Context: an optimization exercise on an open-source flow, tuned for small area and a short achievable clock period. The choices shown serve that exercise and are no tape-out recipe. Only simulation tests tie the RTL to the original design; equivalence was not proved. The clock input has no modelled driver; a real chip could not lean on it and would need a root buffer or a full tree.

==> v26: inputs <==
## sigma_delta_ADC
module sigma_delta_ADC(
    input clk,
    input reset,
    input [23:0] analog_in,
    output [32:0] digital_out
);
clock: 4.0 ns
lec_check: 0
cap_margin: 20
core_margin: 2
core_utilization: 40
setup_slack_margin: 2.3
slew_margin: 20
synth_hierarchical: 1
synth_minimum_keep_size: 0
standard.sh (not shown) runs the stock make flow with config.mk's settings and CLKGATE_MAP_FILE= SYNTH_SCRIPT=/design/flow/synth_recipe.tcl, a recipe that flattens the netlist after the stock synthesis.
==> flow/flow/run.sh <==
#!/bin/bash
# The standard layout (the standard.sh: its synthesis, floorplan, power grid,
# placement, CTS, routing), with two hooks:
#  - after floorplan, flow/downsize.tcl sets every combinational cell to drive
#    strength 1 (the repair steps that follow size up what timing needs);
#  - after CTS, flow/clock_tree.tcl rebuilds the clock tree as two balanced
#    buffer levels (the port drives CT_ROOTS root buffers, which drive CT_LEAVES
#    leaf buffers at k-means centres of the flip-flops).
# Port buffers are buf_2 (the standard flow's buffer_ports with -buffer_cell);
# the repair steps size up the ones on critical paths.
# The make output goes to make.log; each ORFS step's tool output is in orfs/logs/.
set -euo pipefail
here=$(pwd)
export CT_ROOTS=4
export CT_LEAVES=12
bash standard.sh POST_FLOORPLAN_TCL="$here/flow/downsize.tcl" POST_CTS_TCL="$here/flow/clock_tree.tcl" \
  "BUFFER_PORTS_ARGS=-buffer_cell sky130_fd_sc_hd__buf_2" \
  CT_ROOTS=$CT_ROOTS CT_LEAVES=$CT_LEAVES finish > "$here/make.log" 2>&1
Other scripts of this flow, unchanged in this note and not shown: flow/flow/clock_tree.tcl, flow/flow/downsize.tcl
==> inputs of v18, as changes to v26 <==
--- a/flow/flow/run.sh
+++ b/flow/flow/run.sh
@@ -8,4 +8,2 @@
 #    leaf buffers at k-means centres of the flip-flops).
-# Port buffers are buf_2 (the standard flow's buffer_ports with -buffer_cell);
-# the repair steps size up the ones on critical paths.
 # The make output goes to make.log; each ORFS step's tool output is in orfs/logs/.
@@ -16,3 +14,2 @@
 bash standard.sh POST_FLOORPLAN_TCL="$here/flow/downsize.tcl" POST_CTS_TCL="$here/flow/clock_tree.tcl" \
-  "BUFFER_PORTS_ARGS=-buffer_cell sky130_fd_sc_hd__buf_2" \
   CT_ROOTS=$CT_ROOTS CT_LEAVES=$CT_LEAVES finish > "$here/make.log" 2>&1
==> inputs of v36, as changes to v26 <==
--- a/flow/flow/run.sh
+++ b/flow/flow/run.sh
@@ -8,3 +8,3 @@
 #    leaf buffers at k-means centres of the flip-flops).
-# Port buffers are buf_2 (the standard flow's buffer_ports with -buffer_cell);
+# Port buffers are buf_1 (the standard flow's buffer_ports with -buffer_cell);
 # the repair steps size up the ones on critical paths.
@@ -16,3 +16,3 @@
 bash standard.sh POST_FLOORPLAN_TCL="$here/flow/downsize.tcl" POST_CTS_TCL="$here/flow/clock_tree.tcl" \
-  "BUFFER_PORTS_ARGS=-buffer_cell sky130_fd_sc_hd__buf_2" \
+  "BUFFER_PORTS_ARGS=-buffer_cell sky130_fd_sc_hd__buf_1" \
   CT_ROOTS=$CT_ROOTS CT_LEAVES=$CT_LEAVES finish > "$here/make.log" 2>&1
==> flow_summary.ini <==
[outcome]
outcome = finished clean

[worst_hold_path]
min_path_cells = 0

[worst_setup_path]
r2r_end = fcp[2]
worst-path-max-fanout = 4

[detailed_routing]
routed_via_density = 4.66

[finish]
fillers = 3643

[timing]
relSlewSlack_pct = 35.9
fin_worst_skew_ns = 0.0244
-- figures above: v26

==> flow_summary.ini <==
[finish]
seq-cell-share_pct = 36.9
fillers = 3538

[detailed_routing]
routed_via_density = 4.75

[timing]
fin_worst_skew_ns = 0.0547
finalSetupViolations = 0
relSlewSlack_pct = 42.3

[worst_hold_path]
min_path_cells = 1

[outcome]
outcome = finished clean

[worst_setup_path]
worst-path-max-fanout = 4
-- figures above: v18

==> flow_summary.ini <==
[detailed_routing]
routedWlPerCell_um = 11.4
firstDrtPassIters = 5
top_layer_used = met4
routed_via_density = 4.67

[finish]
top_regs = integ.hi (96), integ.lo (96), in_hi (12)
fillers = 3611

[worst_setup_path]
criticalPathCategory = reg2reg
worst-path-max-fanout = 8
r2r_end = fcp[7]
worst_path_most_repeated_cell = o21ai_2

[global_routing]
grt_pass1_wl_um = 43100
grt_use_met1_pct = 17.0
grtUsageTotal_pct = 13.1

[outcome]
outcome = finished clean

[die]
rows = 70

[worst_hold_path]
min_path_cells = 0

[timing]
fin_worst_skew_ns = 0.0752

[logic_synthesis]
avgSynthCellArea_um2 = 9.00
-- figures above: v36

No run of this note takes its clock network from TritonCTS; it comes from the design's own scripts or RTL.

separate check: timing with driven ports:
Ports are ideal in the flow. The routed layouts listed here were re-timed in OpenROAD.
Step 1 (the two cells are an assumption about what drives the block):
set clk [get_ports {clk}]
set_driving_cell -lib_cell sky130_fd_sc_hd__clkbuf_16 $clk
set_driving_cell -lib_cell sky130_fd_sc_hd__buf_2 [delete_from_list [all_inputs] $clk]
Step 2 adds t to the input delays and takes it off the output delays; t is the mean of the earliest and latest rising clock arrival at the registers after step 1. Input paths then give back, and output paths get back, about the clock's delay inside the block.
a / b / c = ideal / step 1 / step 2; a / b = the first two.
| run | t (ns) | slack for setup (ns) | worst setup path at the end |
|---|---|---|---|
| v26 | 0.392 | 2.349 / 2.262 / 2.036 | input to register |
| v18 | 0.404 | 2.348 / 2.267 / 2.022 | input, reset recovery |
| v36 | 0.386 | 2.365 / 2.285 / 2.099 | input to register |
After both steps every run listed still meets setup and hold. For v18, which loses most, drivers alone change the setup slack by -0.081 ns; drivers and shift together by -0.326 ns. Setup slack includes reset recovery checks.
